Source: an optimization exercise on an open RTL-to-GDS flow (aim: small area, a short achievable clock period and few clock cycles). Production flows keep margins and buffers that such runs may drop.
Where RTL was checked, it was by simulation tests only, not by an equivalence proof against the original.
Power and IR-drop figures of this design are not reliable: the tool's default activity estimate is inflated in some of its runs.

==> try-fjord <==
Design matrix_multiplier, start of the top module:
module matrix_multiplier #(
    parameter N           = 8,
    parameter P           = 9,
    parameter M           = 10,
    parameter N_BIT_WIDTH = 3,
    parameter M_BIT_WIDTH = 4,
    parameter DATA_WIDTH  = 16,
    parameter ACCUM_WIDTH = 2*DATA_WIDTH + 1,
    parameter FIFO_SIZE   = 20
) (
    input wire clk,
    input wire rst_n,
    input wire fetch_stall,
    input wire data_stall,
    input wire pop_fifo,
    input wire start,
    input wire [P*DATA_WIDTH-1:0] mem_line,
    output wire [N_BIT_WIDTH-1:0]     n,
    output wire [M_BIT_WIDTH-1:0]     m,
    output wire fetch_row,
    output wire fetch_col,
    output wire [ACCUM_WIDTH-1:0] fifo_head,
    output wire fifo_empty,
    output wire fifo_full,
    output wire done,
    output wire err
);
    wire       ans_row0, ans_row1, ans_col;
    wire [3:0] ans_j;
    wire       grp_pair, grp_last;
    wire [4:0] reserve;
    wire       col_busy;
    logic [4:0] cnt;       
    logic [4:0] space;     
    logic [4:0] hp;        
    logic [4:0] hp1;       
    logic       empty_r, full_r;
    logic       bsel;      
    logic       done_r, err_r;
    control_unit controller (
        .clk         (clk),
        .rst_n       (rst_n),
        .start       (start),
        .fetch_stall (fetch_stall),
        .data_stall  (data_stall),
        .space       (space),
        .col_busy    (col_busy),
        .fetch_row   (fetch_row),
        .fetch_col   (fetch_col),
        .n           (n),
        .m           (m),
        .ans_row0    (ans_row0),
  ...
==> module ring_buffer, before the edit <==
module ring_buffer #(
    parameter int DATA_WIDTH = 33,
    parameter int FIFO_SIZE  = 20
) (
    input  wire                  clk,
    input  wire                  we,
    input  wire  [4:0]           wslot,
    input  wire  [DATA_WIDTH-1:0] wdata,
    input  wire  [4:0]           hslot,      
    input  wire  [4:0]           rslot,      
    input  wire                  pop,        
    output logic [DATA_WIDTH-1:0] head       
);
    logic [DATA_WIDTH-1:0] fifo [0:FIFO_SIZE-1];
    always_ff @(posedge clk) begin
        if (we) fifo[wslot] <= wdata;
    end
    wire [4:0] nslot = pop ? rslot : hslot;
    always_ff @(posedge clk) begin
        if (we && wslot == nslot) head <= wdata;
        else if (pop)             head <= fifo[rslot];
    end
endmodule
==> module matrix_multiplier, before the edit <==
module matrix_multiplier #(
    parameter N           = 8,
    parameter P           = 9,
    parameter M           = 10,
    parameter N_BIT_WIDTH = 3,
    parameter M_BIT_WIDTH = 4,
    parameter DATA_WIDTH  = 16,
    parameter ACCUM_WIDTH = 2*DATA_WIDTH + 1,
    parameter FIFO_SIZE   = 20
) (
    input wire clk,
    input wire rst_n,
    input wire fetch_stall,
    input wire data_stall,
    input wire pop_fifo,
    input wire start,
    input wire [P*DATA_WIDTH-1:0] mem_line,
    output wire [N_BIT_WIDTH-1:0]     n,
    output wire [M_BIT_WIDTH-1:0]     m,
    output wire fetch_row,
    output wire fetch_col,
    output wire [ACCUM_WIDTH-1:0] fifo_head,
    output wire fifo_empty,
    output wire fifo_full,
    output wire done,
    output wire err
);
    wire       ans_row0, ans_row1, ans_col;
    wire [3:0] ans_j;
    wire       grp_pair, grp_last;
    wire [4:0] reserve;
    wire       col_busy;
    logic [4:0] cnt;       
    logic [4:0] space;     
    logic [4:0] hp;        
    logic [4:0] hp1;       
    logic       empty_r, full_r;
    logic       bsel;      
    logic       done_r, err_r;
    control_unit controller (
        .clk         (clk),
        .rst_n       (rst_n),
        .start       (start),
        .fetch_stall (fetch_stall),
        .data_stall  (data_stall),
        .space       (space),
        .col_busy    (col_busy),
        .fetch_row   (fetch_row),
        .fetch_col   (fetch_col),
        .n           (n),
        .m           (m),
        .ans_row0    (ans_row0),
        .ans_row1    (ans_row1),
        .ans_col     (ans_col),
        .grp_pair    (grp_pair),
        .grp_last    (grp_last),
        .reserve     (reserve),
        .ans_j       (ans_j)
    );
    wire        res_v, res_r, res_pair, res_last;
    wire [3:0]  res_j;
    wire [34:0] res;
    PE pe (
        .clk      (clk),
        .rst_n    (rst_n),
        .mem_line (mem_line),
        .ans_row0 (ans_row0),
        .ans_row1 (ans_row1),
        .ans_col  (ans_col),
        .ans_j    (ans_j),
        .grp_pair (grp_pair),
        .grp_last (grp_last),
        .col_busy (col_busy),
        .res_v    (res_v),
        .res_r    (res_r),
        .res_j    (res_j),
        .res_pair (res_pair),
        .res_last (res_last),
        .res      (res)
    );
    wire [4:0] wslot = {1'b0, res_j} + (((bsel ^ res_r) == 1'b1) ? 5'd10 : 5'd0);
    ring_buffer #(
        .DATA_WIDTH (ACCUM_WIDTH),
        .FIFO_SIZE  (FIFO_SIZE)
    ) queue (
        .clk   (clk),
        .we    (res_v),
        .wslot (wslot),
        .wdata (res[ACCUM_WIDTH-1:0]),
        .hslot (hp),
        .rslot (hp1),
        .pop   (pop),
        .head  (fifo_head)
    );
    assign fifo_empty = empty_r;
    assign fifo_full  = full_r;
    assign done       = done_r;
    assign err        = err_r;
    wire pop  = pop_fifo & ~fifo_empty;
    wire row9 = (res_j == 4'd9);
    wire [4:0] vis = ~res_v ? 5'd0 : ~res_r ? 5'd1 : row9 ? 5'd10 : 5'd0;
    wire [4:0] cnt_n = cnt + vis - {4'd0, pop};
    wire ovf = (res[34:32] != 3'b000) & (res[34:32] != 3'b111);
    always_ff @(posedge clk, negedge rst_n) begin
        if (~rst_n) begin
            cnt    <= 5'd0;
            empty_r <= 1'b1;
            full_r <= 1'b0;
            space  <= 5'd0;
            hp     <= 5'd0;
            hp1    <= 5'd1;
            bsel   <= 1'b0;
            done_r <= 1'b0;
            err_r  <= 1'b0;
        end else begin
            cnt   <= cnt_n;
            empty_r <= (cnt_n == 5'd0);
            full_r  <= (cnt_n == 5'd20);
            space <= space + reserve - {4'd0, pop};
            if (pop) begin
                hp  <= hp1;
                hp1 <= (hp1 == 5'd19) ? 5'd0 : hp1 + 5'd1;
            end
            if (res_v & ~res_pair & row9) bsel <= ~bsel;
            if (start) begin
                done_r <= 1'b0;
                err_r  <= 1'b0;
            end else begin
                if (res_v & res_last & row9 & (res_r == res_pair)) done_r <= 1'b1;
                if (res_v & ovf) err_r <= 1'b1;
            end
        end
    end
endmodule
clock: 9.0 ns
lec_check: 0
abc_area: 1
cap_margin: 20
core_margin: 2
core_utilization: 40
setup_slack_margin: 4.5
slew_margin: 20
run.sh (not shown) runs the stock make flow with config.mk's settings and CLKGATE_MAP_FILE= SYNTH_SCRIPT=/design/flow/synth_recipe.tcl, a recipe that flattens the netlist after the stock synthesis.
==> try-onyx (differences from try-fjord) <==
--- a/flow/design.v
+++ b/flow/design.v
@@ -3418,8 +3418,6 @@
     input  wire  [4:0]           wslot,
     input  wire  [DATA_WIDTH-1:0] wdata,
-    input  wire  [4:0]           hslot,      
-    input  wire  [4:0]           rslot,      
-    input  wire                  pop,        
-    output logic [DATA_WIDTH-1:0] head       
+    input  wire  [4:0]           rslot,
+    output wire  [DATA_WIDTH-1:0] head
 );
     logic [DATA_WIDTH-1:0] fifo [0:FIFO_SIZE-1];
@@ -3427,9 +3425,5 @@
         if (we) fifo[wslot] <= wdata;
     end
-    wire [4:0] nslot = pop ? rslot : hslot;
-    always_ff @(posedge clk) begin
-        if (we && wslot == nslot) head <= wdata;
-        else if (pop)             head <= fifo[rslot];
-    end
+    assign head = fifo[rslot];
 endmodule
 `default_nettype wire
@@ -3581,6 +3575,4 @@
     logic [4:0] space;     
     logic [4:0] hp;        
-    logic [4:0] hp1;       
-    logic       empty_r, full_r;
     logic       bsel;      
     logic       done_r, err_r;
@@ -3635,11 +3627,9 @@
         .wslot (wslot),
         .wdata (res[ACCUM_WIDTH-1:0]),
-        .hslot (hp),
-        .rslot (hp1),
-        .pop   (pop),
+        .rslot (hp),
         .head  (fifo_head)
     );
-    assign fifo_empty = empty_r;
-    assign fifo_full  = full_r;
+    assign fifo_empty = (cnt == 5'd0);
+    assign fifo_full  = (cnt == 5'd20);
     assign done       = done_r;
     assign err        = err_r;
@@ -3647,26 +3637,17 @@
     wire row9 = (res_j == 4'd9);
     wire [4:0] vis = ~res_v ? 5'd0 : ~res_r ? 5'd1 : row9 ? 5'd10 : 5'd0;
-    wire [4:0] cnt_n = cnt + vis - {4'd0, pop};
     wire ovf = (res[34:32] != 3'b000) & (res[34:32] != 3'b111);
     always_ff @(posedge clk, negedge rst_n) begin
         if (~rst_n) begin
             cnt    <= 5'd0;
-            empty_r <= 1'b1;
-            full_r <= 1'b0;
             space  <= 5'd0;
             hp     <= 5'd0;
-            hp1    <= 5'd1;
             bsel   <= 1'b0;
             done_r <= 1'b0;
             err_r  <= 1'b0;
         end else begin
-            cnt   <= cnt_n;
-            empty_r <= (cnt_n == 5'd0);
-            full_r  <= (cnt_n == 5'd20);
+            cnt   <= cnt + vis - {4'd0, pop};
             space <= space + reserve - {4'd0, pop};
-            if (pop) begin
-                hp  <= hp1;
-                hp1 <= (hp1 == 5'd19) ? 5'd0 : hp1 + 5'd1;
-            end
+            if (pop) hp <= (hp == 5'd19) ? 5'd0 : hp + 5'd1;
             if (res_v & ~res_pair & row9) bsel <= ~bsel;
             if (start) begin
SETUP_SLACK_MARGIN = default   (was 4.5)
==> qor summary <==
Run status: try-onyx no timing/DRC/antenna violations; try-fjord no timing/DRC/antenna violations
Overall power after layout: try-onyx 137 mW; try-fjord 258 mW
Number of nets at the end of the flow: try-onyx 10710; try-fjord 11645
Portion of total power attributed to sequential cells: try-onyx 21.9%; try-fjord 16.6%
Multi-input gates: try-onyx 5796; try-fjord 6010
Setup repair after global routing missed its margin: try-onyx no; try-fjord yes
Via count of the first global-routing pass: try-onyx 72095; try-fjord 78079
Launching instance or port of the critical path: try-onyx hp[1]; try-fjord pe.s1_r
Fraction of the mapped netlist area in adder cells: try-onyx 24.4%; try-fjord 23.9%
Total length of routed met2 wires: try-onyx 180000 um; try-fjord 202000 um
Required time of the critical path: try-onyx 7.20 ns; try-fjord 9.83 ns
Synth Register Bits: try-onyx 1433; try-fjord 1473
Setup repair bufs after CTS: try-onyx 0; try-fjord 501
First-iteration detailed-routing DRC count: try-onyx 9323; try-fjord 10206
Post-route fraction of the period consumed by the critical path: try-onyx 74.9%; try-fjord 56.9%
Overall die area: try-onyx 259000 um2; try-fjord 264000 um2
Transition time at the pin with the least slew margin: try-onyx 1.18 ns; try-fjord 1.21 ns
Delay of the slowest cell on the worst path: try-onyx 0.81 ns; try-fjord 0.66 ns
Share of flip-flops with an asynchronous set or reset: try-onyx 4.12%; try-fjord 4.48%
IR Drop Worst-Case VDD: try-onyx 2.55 mV; try-fjord 7.52 mV
Initial antenna violation count: try-onyx 10; try-fjord 25
RD Place Congestion: try-onyx 1.08; try-fjord 1.09
Average vias per placed instance: try-onyx 5.74; try-fjord 5.79
Layout Utilization: try-onyx 44.5%; try-fjord 49.5%
Testbench counts of try-onyx, summed over its fixed seeds: cycles 2,592.
The RTL of try-fjord was laid out without a check of its function.

* * *

==> 11-23 <==
Another version of the RTL of matrix_multiplier (not shown whole).
==> flow/design.v (excerpt) <==
module matrix_multiplier #(
    parameter N           = 8,
    parameter P           = 9,
    parameter M           = 10,
    parameter N_BIT_WIDTH = 3,
    parameter M_BIT_WIDTH = 4,
    parameter DATA_WIDTH  = 16,
    parameter ACCUM_WIDTH = 2*DATA_WIDTH + 1,
    parameter FIFO_SIZE   = 20
) (
    input wire clk,
    input wire rst_n,
    input wire fetch_stall,
    input wire data_stall,
    input wire pop_fifo,
    input wire start,
    input wire [P*DATA_WIDTH-1:0] mem_line,
    output wire [N_BIT_WIDTH-1:0]     n,
    output wire [M_BIT_WIDTH-1:0]     m,
    output wire fetch_row,
    output wire fetch_col,
    output wire [ACCUM_WIDTH-1:0] fifo_head,
    output wire fifo_empty,
    output wire fifo_full,
    output wire done,
    output wire err
);
Settings: LEC_CHECK=0, ABC_AREA=1, CAP_MARGIN=20, CORE_MARGIN=2, CORE_UTILIZATION=40, CTS_BUF_LIST=sky130_fd_sc_hd__clkbuf_4 sky130_fd_sc_hd__clkbuf_8, SETUP_SLACK_MARGIN=4.5, SLEW_MARGIN=20; clock period 9.0 ns.
standard.sh (not shown) runs the stock make flow with config.mk's settings and CLKGATE_MAP_FILE= SYNTH_SCRIPT=/design/flow/synth_recipe.tcl, a recipe that flattens the netlist after the stock synthesis.
==> flow/flow/run.sh <==
#!/bin/bash
# The standard layout (standard synthesis unchanged), with two changes to
# placement and repair: the port buffers are buf_4 cells instead of the
# default delay-buffer cells, and the resizer may swap a cell for any cell of
# the same function (not only one of the same footprint).
set -euo pipefail
bash standard.sh \
    "BUFFER_PORTS_ARGS=-buffer_cell sky130_fd_sc_hd__buf_4" \
    MATCH_CELL_FOOTPRINT=0 \
    finish > standard_flow.log 2>&1
==> 11-07 (differences from 11-23) <==
--- a/flow/design.v
+++ b/flow/design.v
@@ -2090,11 +2090,10 @@
     input  wire       rst_n,
     input  wire       start,
     input  wire       fetch_stall,
     input  wire       data_stall,
     input  wire [4:0] space,         
-    input  wire [4:0] space_n,       
     input  wire       col_busy,      
     output wire       fetch_row,
     output wire       fetch_col,
     output logic [2:0] n,
     output logic [3:0] m,
@@ -2127,77 +2126,15 @@
     wire col_ok    = first_col ? (go_pair | go_single) : (room1 | prer);
     wire stuck     = busy & (ph == 2'd2) & ~first_col & grp_pair & ~room1;
     wire drop      = stuck & (wait_cnt == 4'd15);
     wire want_row  = busy & (ph != 2'd2);
     wire want_col  = busy & (ph == 2'd2) & col_ok;
-    logic row_idle, row_wait, col_idle, col_wait;
-    assign fetch_row = ~fetch_stall & (row_idle | (row_wait & ~data_stall));
-    assign fetch_col = ~fetch_stall & (col_idle | (col_wait & ~data_stall));
+    assign fetch_row = want_row & mem_ok & ~fetch_stall;
+    assign fetch_col = want_col & mem_ok & ~fetch_stall;
     wire pair_now  = first_col ? go_pair : grp_pair;
     assign reserve = drop ? 5'd0 - {1'b0, m} :
                      ~fetch_col ? 5'd0 : first_col ? (go_pair ? 5'd11 : 5'd1) : prer ? 5'd0 : 5'd1;
-    logic       busy_n, pend_n, grp_pair_n, grp_last_n, two_n, prer_n;
-    logic [1:0] pk_n, ph_n;
-    logic [2:0] n_n;
-    logic [3:0] m_n, wait_cnt_n, ans_j_n;
-    always_comb begin
-        busy_n = busy; pend_n = pend; pk_n = pk; ph_n = ph; n_n = n; m_n = m;
-        grp_pair_n = grp_pair; grp_last_n = grp_last; wait_cnt_n = wait_cnt;
-        two_n = two; prer_n = prer; ans_j_n = ans_j;
-        if (answer) pend_n = 1'b0;
-        if (start) begin
-            busy_n     = 1'b1;
-            ph_n       = 2'd0;
-            n_n        = 3'd0;
-            m_n        = 4'd0;
-            wait_cnt_n = 4'd0;
-        end else if (fetch_row) begin
-            pend_n = 1'b1;
-            pk_n   = {1'b0, ph[0]};
-            if (ph == 2'd0) two_n = (n != 3'd7);
-            if (ph == 2'd0 && n != 3'd7) begin
-                ph_n = 2'd1;
-                n_n  = n + 3'd1;
-            end else begin
-                ph_n = 2'd2;
-            end
-        end else if (fetch_col) begin
-            pend_n     = 1'b1;
-            pk_n       = 2'd2;
-            ans_j_n    = m;
-            wait_cnt_n = 4'd0;
-            if (first_col) begin
-                prer_n     = 1'b0;
-                grp_pair_n = go_pair;
-                grp_last_n = (n == 3'd7) & (go_pair | ~two_rows);
-            end
-            if (m == 4'd9) begin
-                m_n  = 4'd0;
-                ph_n = 2'd0;
-                if (n == 3'd7 & (pair_now | ~two_rows)) busy_n = 1'b0;
-                else if (pair_now) n_n = n + 3'd1;
-            end else begin
-                m_n = m + 4'd1;
-            end
-        end else if (drop) begin
-            grp_pair_n = 1'b0;
-            grp_last_n = 1'b0;
-            prer_n     = 1'b1;
-            wait_cnt_n = 4'd0;
-        end else if (busy & (ph == 2'd2) & ((first_col & ~col_ok) | stuck)) begin
-            if (wait_cnt != 4'd15) wait_cnt_n = wait_cnt + 4'd1;
-        end
-    end
-    wire col_busy_n  = ans_col & grp_pair;        
-    wire room1_n     = (space_n <= 5'd19);
-    wire room11_n    = (space_n <= 5'd9);
-    wire go_pair_nx  = two_n & room11_n;
-    wire go_single_nx = room1_n & (~two_n | (wait_cnt_n == 4'd15));
-    wire col_ok_n    = (m_n == 4'd0) ? (go_pair_nx | go_single_nx) : (room1_n | prer_n);
-    wire want_row_n  = busy_n & (ph_n != 2'd2);
-    wire want_col_n  = busy_n & (ph_n == 2'd2) & col_ok_n;
-    wire blocked_n   = pk_n[1] & col_busy_n;
     always_ff @(posedge clk, negedge rst_n) begin
         if (~rst_n) begin
             busy     <= 1'b0;
             pend     <= 1'b0;
             pk       <= 2'd0;
@@ -2208,31 +2145,54 @@
             grp_last <= 1'b0;
             wait_cnt <= 4'd0;
             two      <= 1'b0;
             prer     <= 1'b0;
             ans_j    <= 4'd0;
-            row_idle <= 1'b0;
-            row_wait <= 1'b0;
-            col_idle <= 1'b0;
-            col_wait <= 1'b0;
         end else begin
-            busy     <= busy_n;
-            pend     <= pend_n;
-            pk       <= pk_n;
-            ph       <= ph_n;
-            n        <= n_n;
-            m        <= m_n;
-            grp_pair <= grp_pair_n;
-            grp_last <= grp_last_n;
-            wait_cnt <= wait_cnt_n;
-            two      <= two_n;
-            prer     <= prer_n;
-            ans_j    <= ans_j_n;
-            row_idle <= want_row_n & ~pend_n;
-            row_wait <= want_row_n & pend_n & ~blocked_n;
-            col_idle <= want_col_n & ~pend_n;
-            col_wait <= want_col_n & pend_n & ~blocked_n;
+            if (answer) pend <= 1'b0;
+            if (start) begin
+                busy     <= 1'b1;
+                ph       <= 2'd0;
+                n        <= 3'd0;
+                m        <= 4'd0;
+                wait_cnt <= 4'd0;
+            end else if (fetch_row) begin
+                pend <= 1'b1;
+                pk   <= {1'b0, ph[0]};
+                if (ph == 2'd0) two <= (n != 3'd7);
+                if (ph == 2'd0 && n != 3'd7) begin
+                    ph <= 2'd1;
+                    n  <= n + 3'd1;
+                end else begin
+                    ph <= 2'd2;
+                end
+            end else if (fetch_col) begin
+                pend <= 1'b1;
+                pk   <= 2'd2;
+                ans_j <= m;
+                wait_cnt <= 4'd0;
+                if (first_col) begin
+                    prer     <= 1'b0;
+                    grp_pair <= go_pair;
+                    grp_last <= (n == 3'd7) & (go_pair | ~two_rows);
+                end
+                if (m == 4'd9) begin
+                    m  <= 4'd0;
+                    ph <= 2'd0;
+                    if (n == 3'd7 & (pair_now | ~two_rows)) busy <= 1'b0;
+                    else if (pair_now) n <= n + 3'd1;
+                end else begin
+                    m <= m + 4'd1;
+                end
+            end else if (drop) begin
+                grp_pair <= 1'b0;
+                grp_last <= 1'b0;
+                prer     <= 1'b1;
+                wait_cnt <= 4'd0;
+            end else if (busy & (ph == 2'd2) & ((first_col & ~col_ok) | stuck)) begin
+                if (wait_cnt != 4'd15) wait_cnt <= wait_cnt + 4'd1;
+            end
         end
     end
 endmodule
 `default_nettype wire
 `default_nettype none
@@ -2266,11 +2226,10 @@
     wire       ans_row0, ans_row1, ans_col;
     wire [3:0] ans_j;
     wire       grp_pair, grp_last;
     wire [4:0] reserve;
     wire       col_busy;
-    wire [4:0] space_n;
     logic [4:0] cnt;       
     logic [4:0] space;     
     logic [4:0] hp;        
     logic [4:0] hp1;       
     logic       empty_r, full_r;
@@ -2281,11 +2240,10 @@
         .rst_n       (rst_n),
         .start       (start),
         .fetch_stall (fetch_stall),
         .data_stall  (data_stall),
         .space       (space),
-        .space_n     (space_n),
         .col_busy    (col_busy),
         .fetch_row   (fetch_row),
         .fetch_col   (fetch_col),
         .n           (n),
         .m           (m),
@@ -2338,11 +2296,10 @@
     assign err        = err_r;
     wire pop  = pop_fifo & ~fifo_empty;
     wire row9 = (res_j == 4'd9);
     wire [4:0] vis = ~res_v ? 5'd0 : ~res_r ? 5'd1 : row9 ? 5'd10 : 5'd0;
     wire [4:0] cnt_n = cnt + vis - {4'd0, pop};
-    assign space_n = space + reserve - {4'd0, pop};
     wire ovf = (res[34:32] != 3'b000) & (res[34:32] != 3'b111);
     always_ff @(posedge clk, negedge rst_n) begin
         if (~rst_n) begin
             cnt    <= 5'd0;
             empty_r <= 1'b1;
@@ -2355,11 +2312,11 @@
             err_r  <= 1'b0;
         end else begin
             cnt   <= cnt_n;
             empty_r <= (cnt_n == 5'd0);
             full_r  <= (cnt_n == 5'd20);
-            space <= space_n;
+            space <= space + reserve - {4'd0, pop};
             if (pop) begin
                 hp  <= hp1;
                 hp1 <= (hp1 == 5'd19) ? 5'd0 : hp1 + 5'd1;
             end
             if (res_v & ~res_pair & row9) bsel <= ~bsel;
==> flow/run.sh (new file) <==
#!/bin/bash
# synth_recipe.tcl (not shown) runs the flow's synth.tcl, then flattens the netlist and writes it again
# the make line also repeats each setting of config.mk as NAME=value (left out here)
make -C /OpenROAD-flow-scripts/flow DESIGN_CONFIG=/design/flow/config.mk WORK_HOME=/design/flow/orfs CLKGATE_MAP_FILE= SYNTH_SCRIPT=/design/flow/synth_recipe.tcl finish
--- a/flow/config.mk
+++ b/flow/config.mk
@@ -7,8 +7,7 @@
 export LEC_CHECK = 0
 export ABC_AREA = 1
 export CAP_MARGIN = 20
 export CORE_MARGIN = 2
 export CORE_UTILIZATION = 40
-export CTS_BUF_LIST = sky130_fd_sc_hd__clkbuf_4 sky130_fd_sc_hd__clkbuf_8
-export SETUP_SLACK_MARGIN = 4.5
+export SETUP_SLACK_MARGIN = 4.0
 export SLEW_MARGIN = 20
removed: flow/flow/run.sh
removed: flow/standard.sh
==> 10-13 (differences from 11-23) <==
--- a/flow/config.mk
+++ b/flow/config.mk
@@ -6,9 +6,9 @@
 export NUM_CORES = 4
 export LEC_CHECK = 0
 export ABC_AREA = 1
 export CAP_MARGIN = 20
 export CORE_MARGIN = 2
-export CORE_UTILIZATION = 40
+export CORE_UTILIZATION = 55
 export CTS_BUF_LIST = sky130_fd_sc_hd__clkbuf_4 sky130_fd_sc_hd__clkbuf_8
 export SETUP_SLACK_MARGIN = 4.5
 export SLEW_MARGIN = 20
==> comparison table <==
Power density over cell area: 10-13 1290 nW/µm²; 11-23 1240 nW/µm²; 11-07 915 nW/µm²
Run status: 10-13 no timing/DRC/antenna violations; 11-23 no timing/DRC/antenna violations; 11-07 no timing/DRC/antenna violations
R2r startpoint: 10-13 pe.dot.rr[85]$_DFF_P_; 11-23 pe.dot.rr[101]$_DFF_P_; 11-07 pe.col[139]$_DFFE_PP_
Fraction of area in clock buffers and inverters: 10-13 4.43%; 11-23 4.70%; 11-07 4.99%
Share of synthesized area spent on multiplexers: 10-13 0%; 11-23 0%; 11-07 0.0291%
Reported net switching power: 10-13 74.7 mW; 11-23 74.0 mW; 11-07 52.8 mW
Area of the core: 10-13 187000 µm²; 11-23 257000 µm²; 11-07 257000 µm²
Largest clock skew in the final design: 10-13 0.105 ns; 11-23 0.116 ns; 11-07 0.0690 ns
Sequential cell area: 10-13 42400 µm²; 11-23 42400 µm²; 11-07 42300 µm²
Vias in the first global route: 10-13 74800; 11-23 76100; 11-07 72800
Area share of the largest cell type after synthesis: 10-13 32.7%; 11-23 32.7%; 11-07 32.7%
Internal power of the cells: 10-13 78.3 mW; 11-23 76.3 mW; 11-07 52.6 mW
Maximum fanout along the worst path: 10-13 5; 11-23 4; 11-07 18
GR met1 Demand/Resource: 10-13 55.6%; 11-23 42.0%; 11-07 40.6%
Worst Setup Slack, final: 10-13 4.38 ns; 11-23 4.37 ns; 11-07 4.01 ns
Met2 GRT Util: 10-13 62.8%; 11-23 49.2%; 11-07 47.5%
Total via count in the routed design: 10-13 78500; 11-23 78100; 11-07 75000
Hold path start: 10-13 pe.s1_v$_DFFE_PN0P_; 11-23 pe.s1_last$_DFFE_PN0P_; 11-07 pe.s1_j[2]$_DFFE_PN0P_
Critical Path Slowest Stage Cell: 10-13 sky130_fd_sc_hd__fa_1; 11-23 sky130_fd_sc_hd__fa_2; 11-07 sky130_fd_sc_hd__xor2_1
Reg2reg setup slack: 10-13 4.38 ns; 11-23 4.37 ns; 11-07 4.01 ns
Testbench counts of 11-23, summed over its fixed seeds: cycles 2,592.
Testbench counts of 11-07, summed over its fixed seeds: cycles 2,592.
Testbench counts of 10-13, summed over its fixed seeds: cycles 2,592.

## static timing again, ports no longer ideal
Ports are ideal in the flow. The routed layouts listed here were re-timed in OpenROAD. Step 1 assumes that a clkbuf_16 drives the clock port and a buf_2 every other input. Step 2 also shifts input and output timing later by t, the mid clock arrival at the registers, as if the neighbouring blocks saw the same clock. a / b / c = no drivers / after step 1 / after step 2; a / b = the first two.
run	t, ns	setup slack, ns	hold WS [ns]	cell pins on the clock port's net
try-fjord	0.960	3.877 / 3.877 / 3.877	0.312 / 0.312 / 0.312	1
try-onyx	0.936	2.259 / 2.161 / 2.491	0.375 / 0.375 / 0.375	1
11-23	1.141	4.373 / 4.373 / 4.190	0.375 / 0.375 / 0.375	1
11-07	0.936	4.011 / 4.011 / 3.679	0.370 / 0.370 / 0.370	1
10-13	1.115	4.385 / 4.385 / 3.985	0.379 / 0.379 / 0.379	1
After both steps every run listed still meets setup and hold. For 10-13, which loses most, drivers alone change the setup slack by 0.000 ns; drivers and shift together by -0.400 ns.
